Background: an optimization exercise with open tools, aiming at small area. Do not read the settings as production practice. Only simulation tests tie the RTL to the original design; equivalence was not proved. No activity file was given, so power comes from the tool's default toggle rates.

==> design/flow/run.sh <==
#!/bin/bash
# synth_recipe.tcl (not shown) runs the flow's synth.tcl, then flattens the netlist and writes it again
# the make line also repeats each setting of config.mk as NAME=value (left out here)
make -C /OpenROAD-flow-scripts/flow DESIGN_CONFIG=/design/flow/config.mk WORK_HOME=/design/flow/orfs CLKGATE_MAP_FILE= SYNTH_SCRIPT=/design/flow/synth_recipe.tcl finish
==> design/flow/config.mk <==
export PLATFORM = sky130hd
export DESIGN_NAME = uart_fifo
export DESIGN_NICKNAME = uart_fifo
export VERILOG_FILES = /design/flow/design.v
export SDC_FILE = /design/flow/constraint.sdc
export NUM_CORES = 4
export LEC_CHECK = 0
export CAP_MARGIN = 20
export CORE_MARGIN = 2
export CORE_UTILIZATION = 40
export SLEW_MARGIN = 20
==> design/flow/constraint.sdc <==
create_clock -name core_clock -period 5.0 [get_ports {clk_i}]
set_input_delay 1.0000 -clock core_clock [delete_from_list [all_inputs] [get_ports {clk_i}]]
set_output_delay 1.0000 -clock core_clock [all_outputs]
set_load 0.01 [all_outputs]
==> design/flow/design.v <==
module gen_baudrate (
    input  wire        clk_i,            
    input  wire        rst_n_i,          
    input  wire        gen_en_i,         
    input  wire [11:0] cfg_div_i,        
    output wire        bit_done_o,       
    output wire        bit_half_done_o   
);
    reg [11:0] baud_counter;
    assign bit_done_o      = baud_counter == cfg_div_i;
    assign bit_half_done_o = baud_counter == cfg_div_i[11:1];
    always @(posedge clk_i or negedge rst_n_i) begin
        if (!rst_n_i) begin
            baud_counter <= 12'h0;
        end else begin
            if (!gen_en_i || bit_done_o) begin
                baud_counter <= 12'h0;
            end else begin
                baud_counter <= baud_counter + 1;
            end
        end
    end
endmodule
module uart_tx (
    input  wire        clk_i,
    input  wire        rst_n_i,
    input  wire        cfg_en_i,          
    input  wire [11:0] cfg_div_i,         
    input  wire [ 1:0] cfg_bits_i,        
    input  wire        cfg_parity_en_i,   
    input  wire        cfg_stop_bits_i,   
    output reg         tx_o,
    output reg         tx_busy_o,
    input  wire [ 7:0] tx_data_i,
    input  wire        tx_vld_i,
    output reg         tx_rdy_o
);
    localparam [2:0] IDLE = 3'd0, START = 3'd1, DATA = 3'd2, PARITY = 3'd3, STOP = 3'd4;
    reg  [2:0] state;
    reg  [2:0] state_next;
    reg  [2:0] tx_data_cnt;
    reg  [7:0] tx_data;
    reg        parity;
    reg  [1:0] stop;
    wire [3:0] tx_data_cnt_next;
    wire [3:0] tx_data_bits;
    wire       tx_data_done;
    wire       bit_done;
    wire       stop_done;
    wire       state_next_is_IDLE;
    assign state_next_is_IDLE = state_next == IDLE;
    assign tx_data_cnt_next = tx_data_cnt + 1;
    assign tx_data_bits = cfg_bits_i + 4'd5;
    assign tx_data_done = (tx_data_cnt_next == tx_data_bits) && bit_done;
    assign stop_done = (!cfg_stop_bits_i || (cfg_stop_bits_i && stop[1])) && stop[0];
    gen_baudrate gen_baud (
        .clk_i(clk_i),
        .rst_n_i(rst_n_i),
        .gen_en_i(tx_busy_o),
        .cfg_div_i(cfg_div_i),
        .bit_done_o(bit_done),
        .bit_half_done_o()
    );
    always @(posedge clk_i or negedge rst_n_i) begin
        if (!rst_n_i) begin
            state <= IDLE;
        end else begin
            if (cfg_en_i) begin
                state <= state_next;
            end else begin
                state <= IDLE;
            end
        end
    end
    always @(*) begin
        case (state)
            IDLE: begin
                if (tx_vld_i) begin
                    state_next = START;
                end else begin
                    state_next = state;
                end
            end
            START: begin
                if (bit_done) begin
                    state_next = DATA;
                end else begin
                    state_next = state;
                end
            end
            DATA: begin
                if (tx_data_done) begin
                    if (cfg_parity_en_i) begin
                        state_next = PARITY;
                    end else begin
                        state_next = STOP;
                    end
                end else begin
                    state_next = state;
                end
            end
            PARITY: begin
                if (bit_done) begin
                    state_next = STOP;
                end else begin
                    state_next = state;
                end
            end
            STOP: begin
                if (stop_done) begin
                    state_next = IDLE;
                end else begin
                    state_next = state;
                end
            end
            default: begin
                state_next = IDLE;
            end
        endcase
    end
    always @(posedge clk_i or negedge rst_n_i) begin
        if (!rst_n_i) begin
            tx_o <= 1'b0;
        end else begin
            case (state)
                IDLE: begin
                    tx_o <= 1'b1;
                end
                START: begin
                    tx_o <= 1'b0;
                end
                DATA: begin
                    tx_o <= tx_data[0];
                end
                PARITY: begin
                    tx_o <= parity;
                end
                STOP: begin
                    tx_o <= 1'b1;
                end
                default: begin
                    tx_o <= 1'b1;
                end
            endcase
        end
    end
    always @(posedge clk_i or negedge rst_n_i) begin
        if (!rst_n_i) begin
            parity <= 1'b0;
            tx_data_cnt <= 3'd0;
        end else begin
            if (state == DATA) begin
                if (bit_done) begin
                    parity <= parity ^ tx_data[0];
                    tx_data_cnt <= tx_data_cnt_next;
                end
            end else if (state == START) begin
                parity <= 1'b0;
                tx_data_cnt <= 3'd0;
            end
        end
    end
    always @(posedge clk_i or negedge rst_n_i) begin
        if (!rst_n_i) begin
            tx_busy_o <= 1'b0;
        end else begin
            tx_busy_o <= !state_next_is_IDLE;
        end
    end
    always @(posedge clk_i or negedge rst_n_i) begin
        if (!rst_n_i) begin
            tx_rdy_o <= 1'b0;
        end else begin
            tx_rdy_o <= state == START && bit_done;
        end
    end
    always @(posedge clk_i or negedge rst_n_i) begin
        if (!rst_n_i) begin
            tx_data <= 8'h0;
        end else begin
            if (bit_done) begin
                if (state == START) begin
                    tx_data <= tx_data_i;
                end else begin
                    tx_data <= {1'b0, tx_data[7:1]};
                end
            end
        end
    end
    always @(posedge clk_i or negedge rst_n_i) begin
        if (!rst_n_i) begin
            stop <= 2'b0;
        end else begin
            if (bit_done) begin
                stop[0] <= state == STOP;
                stop[1] <= stop[0];
            end
        end
    end
endmodule
module uart_rx (
    input  wire        clk_i,
    input  wire        rst_n_i,
    input  wire        cfg_en_i,          
    input  wire [11:0] cfg_div_i,         
    input  wire        cfg_parity_en_i,   
    input  wire [ 1:0] cfg_bits_i,        
    input  wire        rx_i,
    input  wire        rx_rdy_i,
    output reg         rx_vld_o,
    output reg  [ 7:0] rx_data_o
);
    localparam [2:0] IDLE = 3'd0, START = 3'd1, DATA = 3'd2, PARITY = 3'd3, STOP = 3'd4;
    reg  [2:0] state;
    reg  [2:0] state_next;
    reg  [2:0] rx_data_cnt;
    reg        parity;
    reg        rx_busy;
    wire       bit_half_done;
    wire       cfg_bit_5;
    wire       cfg_bit_6;
    wire       cfg_bit_7;
    wire       cfg_bit_8;
    wire [3:0] rx_data_cnt_next;
    wire [3:0] rx_data_bits;
    wire [3:0] rx_data_bit_next_7_4;
    wire       state_is_START;
    wire       state_is_DATA;
    assign state_is_START = state == START;
    assign rx_data_bits = cfg_bits_i + 4'd5;
    assign rx_data_cnt_next = rx_data_cnt + 4'd1;
    assign rx_data_done = (rx_data_cnt_next == rx_data_bits) && bit_half_done;
    assign cfg_bit_5 = cfg_bits_i == 0;
    assign cfg_bit_6 = cfg_bits_i == 1;
    assign cfg_bit_7 = cfg_bits_i == 2;
    assign cfg_bit_8 = cfg_bits_i == 3;
    assign rx_data_bit_next_7_4 = {
        cfg_bit_8 ? rx_i : 1'b0,
        cfg_bit_7 ? rx_i : rx_data_o[7],
        cfg_bit_6 ? rx_i : rx_data_o[6],
        cfg_bit_5 ? rx_i : rx_data_o[5]
    };
    gen_baudrate gen_baud (
        .clk_i(clk_i),
        .rst_n_i(rst_n_i),
        .gen_en_i(rx_busy),
        .cfg_div_i(cfg_div_i),
        .bit_done_o(),
        .bit_half_done_o(bit_half_done)
    );
    always @(posedge clk_i or negedge rst_n_i) begin
        if (!rst_n_i) begin
            state <= IDLE;
        end else begin
            if (cfg_en_i) begin
                state <= state_next;
            end else begin
                state <= IDLE;
            end
        end
    end
    always @(*) begin
        case (state)
            IDLE: begin
                if (!rx_i) begin
                    state_next = START;
                end else begin
                    state_next = state;
                end
            end
            START: begin
                if (bit_half_done) begin
                    if (rx_i) begin
                        state_next = IDLE;
                    end else begin
                        state_next = DATA;
                    end
                end else begin
                    state_next = state;
                end
            end
            DATA: begin
                if (rx_data_done) begin
                    if (cfg_parity_en_i) begin
                        state_next = PARITY;
                    end else begin
                        state_next = STOP;
                    end
                end else begin
                    state_next = state;
                end
            end
            PARITY: begin
                if (bit_half_done) begin
                    state_next = STOP;
                end else begin
                    state_next = state;
                end
            end
            STOP: begin
                if (bit_half_done) begin
                    state_next = IDLE;
                end else begin
                    state_next = state;
                end
            end
            default: begin
                state_next = IDLE;
            end
        endcase
    end
    always @(posedge clk_i or negedge rst_n_i) begin
        if (!rst_n_i) begin
            rx_data_cnt <= 3'd0;
            rx_data_o   <= 8'h0;
        end else begin
            if (state == DATA) begin
                if (bit_half_done) begin
                    rx_data_o   <= {rx_data_bit_next_7_4, rx_data_o[4:1]};
                    rx_data_cnt <= rx_data_cnt_next;
                end
            end else if (state_is_START) begin
                rx_data_o   <= 8'h0;
                rx_data_cnt <= 8'h0;
            end
        end
    end
    always @(posedge clk_i or negedge rst_n_i) begin
        if (!rst_n_i) begin
            rx_vld_o <= 1'b0;
        end else begin
            if (state == STOP && bit_half_done) begin
                rx_vld_o <= cfg_parity_en_i ? (!parity) : 1'b1;
            end else if (rx_rdy_i || state_is_START) begin
                rx_vld_o <= 1'b0;
            end
        end
    end
    always @(posedge clk_i or negedge rst_n_i) begin
        if (!rst_n_i) begin
            parity <= 8'h0;
        end else begin
            if (state == IDLE) begin
                parity <= 8'h0;
            end else if (bit_half_done) begin
                if (state == DATA || state == PARITY) begin
                    parity <= parity ^ rx_i;
                end
            end
        end
    end
    always @(posedge clk_i or negedge rst_n_i) begin
        if (!rst_n_i) begin
            rx_busy <= 1'b0;
        end else begin
            rx_busy <= (state_next != IDLE);
        end
    end
endmodule
module uart (
    input  wire        clk_i,
    input  wire        rst_n_i,
    input  wire        cfg_en_i,          
    input  wire [11:0] cfg_div_i,         
    input  wire        cfg_parity_en_i,   
    input  wire [ 1:0] cfg_bits_i,        
    input  wire        cfg_stop_bits_i,   
    input  wire        rx_i,
    output wire        tx_o,
    output wire        tx_busy_o,
    input  wire [ 7:0] tx_data_i,
    input  wire        tx_vld_i,
    output wire        tx_rdy_o,
    output wire [ 7:0] rx_data_o,
    output wire        rx_vld_o,
    input  wire        rx_rdy_i
);
    uart_tx tx_u0 (
        .clk_i          (clk_i),
        .rst_n_i        (rst_n_i),
        .cfg_en_i       (cfg_en_i),
        .cfg_div_i      (cfg_div_i),
        .cfg_bits_i     (cfg_bits_i),
        .cfg_parity_en_i(cfg_parity_en_i),
        .cfg_stop_bits_i(cfg_stop_bits_i),
        .tx_o           (tx_o),
        .tx_busy_o      (tx_busy_o),
        .tx_data_i      (tx_data_i),
        .tx_vld_i       (tx_vld_i),
        .tx_rdy_o       (tx_rdy_o)
    );
    uart_rx rx_u1 (
        .clk_i          (clk_i),
        .rst_n_i        (rst_n_i),
        .cfg_en_i       (cfg_en_i),
        .cfg_div_i      (cfg_div_i),
        .cfg_bits_i     (cfg_bits_i),
        .cfg_parity_en_i(cfg_parity_en_i),
        .rx_i           (rx_i),
        .rx_data_o      (rx_data_o),
        .rx_vld_o       (rx_vld_o),
        .rx_rdy_i       (rx_rdy_i)
    );
endmodule
module sync_fifo #(
    parameter DATA_WIDTH = 32,
    parameter DATA_DEPTH = 8,
    parameter CNT_WIDTH  = $clog2(DATA_DEPTH)
) (
    input  wire                  clk_i,
    input  wire                  rstn_i,
    output wire                  wr_rdy_o,
    input  wire                  wr_vld_i,
    input  wire [DATA_WIDTH-1:0] wr_data_i,
    input  wire                  rd_rdy_i,
    output reg                   rd_vld_o,
    output reg  [DATA_WIDTH-1:0] rd_data_o,
    output wire                  full_o,
    output wire                  empty_o,
    output wire [   CNT_WIDTH:0] elem_cnt_o
);
    reg  [ CNT_WIDTH-1:0] wr_ptr;
    reg  [ CNT_WIDTH-1:0] rd_ptr;
    reg  [   CNT_WIDTH:0] elem_cnt;
    reg  [DATA_WIDTH-1:0] ram        [0:DATA_DEPTH-1];
    wire                  wr_valid;
    wire                  rd_valid;
    wire                  rd_preread;
    wire                  empty;
    wire                  full;
    assign elem_cnt_o = elem_cnt;
    assign full       = elem_cnt == DATA_DEPTH;
    assign empty      = elem_cnt == 0;
    assign full_o     = full;
    assign empty_o    = !rd_vld_o && empty;
    assign wr_rdy_o   = !full;
    assign wr_valid   = wr_vld_i && wr_rdy_o;
    assign rd_preread = !rd_vld_o || rd_rdy_i;
    assign rd_valid   = rd_preread && (!empty);
    always @(posedge clk_i or negedge rstn_i) begin
        if (!rstn_i) begin
            elem_cnt <= 'b0;
        end else begin
            if (rd_valid && wr_valid) begin
                elem_cnt <= elem_cnt;
            end else if (rd_valid) begin
                elem_cnt <= elem_cnt - 1;
            end else if (wr_valid) begin
                elem_cnt <= elem_cnt + 1;
            end else begin
                elem_cnt <= elem_cnt;
            end
        end
    end
    always @(posedge clk_i or negedge rstn_i) begin
        if (!rstn_i) begin
            rd_vld_o <= 1'b0;
        end else begin
            if (rd_preread) begin
                rd_vld_o <= !empty;
            end
        end
    end
    always @(posedge clk_i or negedge rstn_i) begin
        if (!rstn_i) begin
            rd_data_o <= 'b0;
        end else begin
            if (rd_preread) begin
                rd_data_o <= ram[rd_ptr];
            end
        end
    end
    always @(posedge clk_i or negedge rstn_i) begin
        if (!rstn_i) begin
            rd_ptr <= 'd0;
        end else begin
            if (rd_valid) begin
                rd_ptr <= rd_ptr + 1;
            end else begin
                rd_ptr <= rd_ptr;
            end
        end
    end
    integer i;
    always @(posedge clk_i or negedge rstn_i) begin
        if (!rstn_i) begin
            for (i = 0; i < DATA_DEPTH; i = i + 1) begin
                ram[i] <= 'd0;
            end
        end else begin
            if (wr_valid) begin
                ram[wr_ptr] <= wr_data_i;
            end
        end
    end
    always @(posedge clk_i or negedge rstn_i) begin
        if (!rstn_i) begin
            wr_ptr <= 'd0;
        end else begin
            if (wr_valid) begin
                wr_ptr <= wr_ptr + 1;
            end else begin
                wr_ptr <= wr_ptr;
            end
        end
    end
endmodule
module uart_fifo (
    input  wire        clk_i,
    input  wire        rst_n_i,
    input  wire        cfg_en_i,
    input  wire [11:0] cfg_div_i,
    input  wire        cfg_parity_en_i,
    input  wire [ 1:0] cfg_bits_i,
    input  wire        cfg_stop_bits_i,
    input  wire        rx_i,
    output wire        tx_o,
    output wire        tx_busy_o,
    input  wire        wr_vld_i,
    input  wire [ 7:0] wr_data_i,
    output wire        wr_rdy_o,
    output wire [ 3:0] tx_cnt_o,
    output wire        rd_vld_o,
    output wire [ 7:0] rd_data_o,
    input  wire        rd_rdy_i,
    output wire [ 3:0] rx_cnt_o
);
    wire       tx_rdy;
    wire       tx_vld;
    wire [7:0] tx_data;
    wire       rx_rdy;
    wire       rx_vld;
    wire [7:0] rx_data;
    sync_fifo #(
        .DATA_WIDTH(8),
        .DATA_DEPTH(8)
    ) fifo_tx (
        .clk_i     (clk_i),
        .rstn_i    (rst_n_i),
        .wr_rdy_o  (wr_rdy_o),
        .wr_vld_i  (wr_vld_i),
        .wr_data_i (wr_data_i),
        .rd_rdy_i  (tx_rdy),
        .rd_vld_o  (tx_vld),
        .rd_data_o (tx_data),
        .full_o    (),
        .empty_o   (),
        .elem_cnt_o(tx_cnt_o)
    );
    uart uart_u (
        .clk_i          (clk_i),
        .rst_n_i        (rst_n_i),
        .cfg_en_i       (cfg_en_i),
        .cfg_div_i      (cfg_div_i),
        .cfg_parity_en_i(cfg_parity_en_i),
        .cfg_bits_i     (cfg_bits_i),
        .cfg_stop_bits_i(cfg_stop_bits_i),
        .rx_i           (rx_i),
        .tx_o           (tx_o),
        .tx_busy_o      (tx_busy_o),
        .tx_data_i      (tx_data),
        .tx_vld_i       (tx_vld),
        .tx_rdy_o       (tx_rdy),
        .rx_data_o      (rx_data),
        .rx_vld_o       (rx_vld),
        .rx_rdy_i       (rx_rdy)
    );
    sync_fifo #(
        .DATA_WIDTH(8),
        .DATA_DEPTH(8)
    ) fifo_rx (
        .clk_i     (clk_i),
        .rstn_i    (rst_n_i),
        .wr_rdy_o  (rx_rdy),
        .wr_vld_i  (rx_vld),
        .wr_data_i (rx_data),
        .rd_rdy_i  (rd_rdy_i),
        .rd_vld_o  (rd_vld_o),
        .rd_data_o (rd_data_o),
        .full_o    (),
        .empty_o   (),
        .elem_cnt_o(rx_cnt_o)
    );
endmodule
==> results.toml <==
[sta]
worst_hold_slack_ns = 0.476
finalCriticalPeriod_ns = 3.01
setup_viol = 0
slew_headroom_pct = 35.3
finalSetupTns_ns = 0
max_freq_mhz = 333
rsz0062_at_grt = "false"
hold_viol_final = 0
drv_slew = 0
worst_pin_slew_ns = 0.966
skew_ns = 0.00998
timing.final.crit_share_pct = 60.1

[drt]
firstDrtPassIters = 8
drc_errors = 0
postRouteAntennaNets = 0
postRouteWirelength_um = 23100
via_per_inst = 5.30
drtIter0Drc = 421
wire_per_inst_um = 16.7
vias = 7320

[cells_and_area]
area_delta_synth_final_pct = 15.2
final_core_util_pct = 46.8
finalNetCount = 1088
fin_area_um2 = 12500
fill_cells = 2491
antenna_cells = 0
final_layout_size_suffix_gt1_share_pct = 16.7

[clock_tree]
clk_latency_ns = 0.53
post-cts-setup-buffers = 0
htree_levels = 1
clockBufferDepth = 3
cts.clk_slew.worst_paths_ns = 0.06
ctsResizeCount = 0
clock-root-buffer = "clkbuf_16"
cts_inserted_buffers = 26
cts_hold_buf = 0
clock_sinks = 227
cts_tree = "done"

[pwr]
p_per_area_nw_per_um2 = 477
power_mw = 5.98
peakVddDrop_mv = 0.279
leakage_nw = 5.59

[worst_setup_path]
slowest_delay_ns = 0.47
path_class = "input pin to register"
path_buf_inv = 3
critPathRequiredTime_ns = 5.45
start_kind = "input pin"
arrival_ns = 3.45
crit_family = "simple AND/OR/NAND/NOR gates"
crit_cells = 11
ff2ff_path_depth = 6
r2r_slack_ns = 2.27
crit_slowest_cell = "nand2b_1"
critPathCaptureType = "register"
path_cells = "clkdlybuf4s50_1 -> nand2b_1 -> inv_1 -> or2_2 -> clkinv_1 -> ha_1 -> a21o_1 -> a21oi_1 -> nor2_1 -> a22oi_1 -> xnor2_1"
path_max_fanout = 18

[synthesis]
synth.distinct_cells = 57
ys.flop_type = "dfrtp_1"
synth_seq_cells = 227
synthArstFlopShare_pct = 100
synth_nets = 1053
synth_area_um2 = 10900
synth_top_area_share_pct = 52.2
synthCells = 985
yosys.area.top_type = "dfrtp_1"
syn-mean-instance-area_um2 = 11.0
ys_warn_count = 6
ys_seq_area_share_pct = 52.2
synth_area_leaders = "dfrtp_1 (52%), mux2_2 (12%), ha_1 (4.1%), xnor2_1 (3.9%), nand2_1 (3.3%)"
synth_edf_count = 0

[place]
gp_congestion = 0.771
hpwl_um = 15500
place_area_um2 = 11700
io_buffers = 49

[global_routing]
gr-usage-all-layers_pct = 16.7
grt_first_pass_wirelength_um = 39200
antenna_found_initial = 0
grt_pass1_vias = 7529
grt_max_degree = 120
grt-ovfl-total = 0

[die]
row_count = 60
dieArea_um2 = 28500
die_h_um = 169
top_level_ports = 50
die_x_um = 169
coreArea_um2 = 26800
start_util_pct = 40.6

[min_path]
hold_class = "register to register"
hold_path_depth = 2

[run]
maxCapViolCount = 0

[status]
outcome = "no timing/DRC/antenna violations"
[final timing paths]
kind                                        start              endpoint
worst min register to register  fifo_rx.ram[0][3]     fifo_rx.ram[0][3]
max in group asynchronous                 rst_n_i     fifo_rx.ram[5][3]
min in group asynchronous                 rst_n_i     fifo_rx.ram[0][7]
worst min-delay path            fifo_rx.ram[0][3]     fifo_rx.ram[0][3]
worst max register to register  fifo_tx.rd_ptr[2]  fifo_tx.rd_data_o[5]
worst max-delay path                     rd_rdy_i   fifo_rx.elem_cnt[3]
[layout make-up]
cell class / instances / area, µm² / share of cell area [%]
tap: 341 / 427 / 3.40
sequential: 227 / 5680 / 45.3
inverter: 36 / 135 / 1.08
multi-input combinational: 675 / 4880 / 39.0
timing repair buffer: 54 / 546 / 4.35
clock inverter: 8 / 71.3 / 0.569
clock buffer: 39 / 791 / 6.31
[flip-flops by register name, summed over array words and instances, names as in the netlist, 2 cells and up]
name and count:
fifo_rx.ram 64, fifo_tx.ram 64, uart_u.rx_u1.gen_baud.baud_counter 12, uart_u.tx_u0.gen_baud.baud_counter 12, fifo_rx.rd_data_o 8, fifo_tx.rd_data_o 8
uart_u.rx_u1.rx_data_o 8, uart_u.tx_u0.tx_data 8, fifo_rx.elem_cnt 4, fifo_tx.elem_cnt 4, fifo_rx.rd_ptr 3, fifo_rx.wr_ptr 3
fifo_tx.rd_ptr 3, fifo_tx.wr_ptr 3, uart_u.rx_u1.rx_data_cnt 3, uart_u.rx_u1.state 3, uart_u.tx_u0.state 3, uart_u.tx_u0.tx_data_cnt 3
uart_u.tx_u0.stop 2
[cells in the mapped netlist (3+ instances only)]
cell type  number
dfrtp_1       227
mux2_2        113
nand2_1        95
nor2_1         71
o21ai_0        66
xnor2_1        48
a21oi_1        39
ha_1           36
clkbuf_1       33
inv_1          33
nand3_1        26
xor2_1         22
a222oi_1       20
nand4_1        18
mux2i_1        14
buf_1           9
nand2b_1        9
a221oi_1        8
and2_1          7
and3_1          7
nor3_1          7
a21o_1          6
a31oi_1         5
nor4_1          5
a22oi_1         4
nand3b_1        4
or3_1           4
a22o_1          3
buf_2           3
clkinv_1        3
nor2b_1         3
nor3b_1         3
o2bb2ai_1       3
or2_2           3
[layer usage]
layer | routed length, µm | up-vias | GRT usage, %
met5 | 0 | - | 0
met1 | 10900 | 3626 | 23.2
met2 | 11000 | 107 | 27.5
met3 | 698 | 35 | 2.13
met4 | 583 | 0 | 4.84
li1 | - | 3552 | -
[cells by family after synthesis]
logic type,share of synthesized area (%)
fa+ha+maj,4.51
compound gates,9.83
xor+xnor,5.63
flops,52.2
mux,13.1
buf+inv,3.03
simple gates,11.7
[metrics by stage]
| stage | setup slack (ns) | std cells |
|---|---|---|
| 3_5_place_dp | 1.45 | 1333 |
| 6_report | 1.99 | 1380 |
| 2_1_floorplan | 2.12 | 985 |
| 5_1_grt | 1.73 | 1380 |
| 4_1_cts | 1.99 | 1380 |
| 3_3_place_gp | 1.47 | 1333 |
[power breakdown]
| part | internal (mW) | switching, mW | total (mW) | leakage (nW) |
|---|---|---|---|---|
| registers | 2.25 | 0.315 | 2.56 | 2.91 |
| clock network | 1.14 | 0.757 | 1.90 | 0.427 |
| logic | 0.761 | 0.755 | 1.52 | 2.25 |
| total | 4.15 | 1.83 | 5.98 | 5.59 |
[layout by cell type, fill, tap and decap left out, drive strengths merged, types with 3 or more instances in the layout]
cell / count
nand4: 18
dfrtp: 227
or2: 3
nand3: 26
o21ai: 67
clkbuf: 39
nor2b: 3
nor3: 8
mux2: 114
o2bb2ai: 3
a31oi: 5
mux2i: 14
nor2: 71
xor2: 22
nor4: 5
inv: 33
or3: 4
nand3b: 4
a22oi: 4
buf: 6
a21oi: 39
nand2: 97
clkdlybuf4s50: 48
xnor2: 48
clkinv: 9
nand2b: 9
nor3b: 4
and2: 8
a222oi: 20
a221oi: 8
a22o: 3
and3: 7
ha: 36
a21o: 6
[worst min-delay path, stage by stage (launching register included)]
cell     delay [ns]
dfrtp_1        0.34
nand2_1        0.04
o21ai_0        0.06

==> static timing again, ports no longer ideal <==
In the flow no input, the clock included, has a driving cell. The finished layout below was timed again as built, in two steps.
Step 1 sets driving cells, clkbuf_16 on the clock port and buf_2 on the other inputs (assumed; they add their load-dependent delay and slew).
Step 2 moves the port delays by t, midway between the first and last clock arrival at a register: inputs arrive t later, outputs are due t later. That takes back most of the time a late clock gives input paths.
a / b / c = ideal ports / drivers / drivers and shift; a / b = the first two.
t (ns): 0.568
setup slack, ns: 1.994 / 2.013 / 1.445
clock arrival spread, ns: 0.013 / 0.012
worst register clock-pin slew, ns: 0.06 / 0.06
worst data-port slew with drivers (ns): 0.07
After both steps this run still meets setup and hold. The setup slack of this run moves by +0.019 ns with the drivers and by -0.549 ns with both steps.
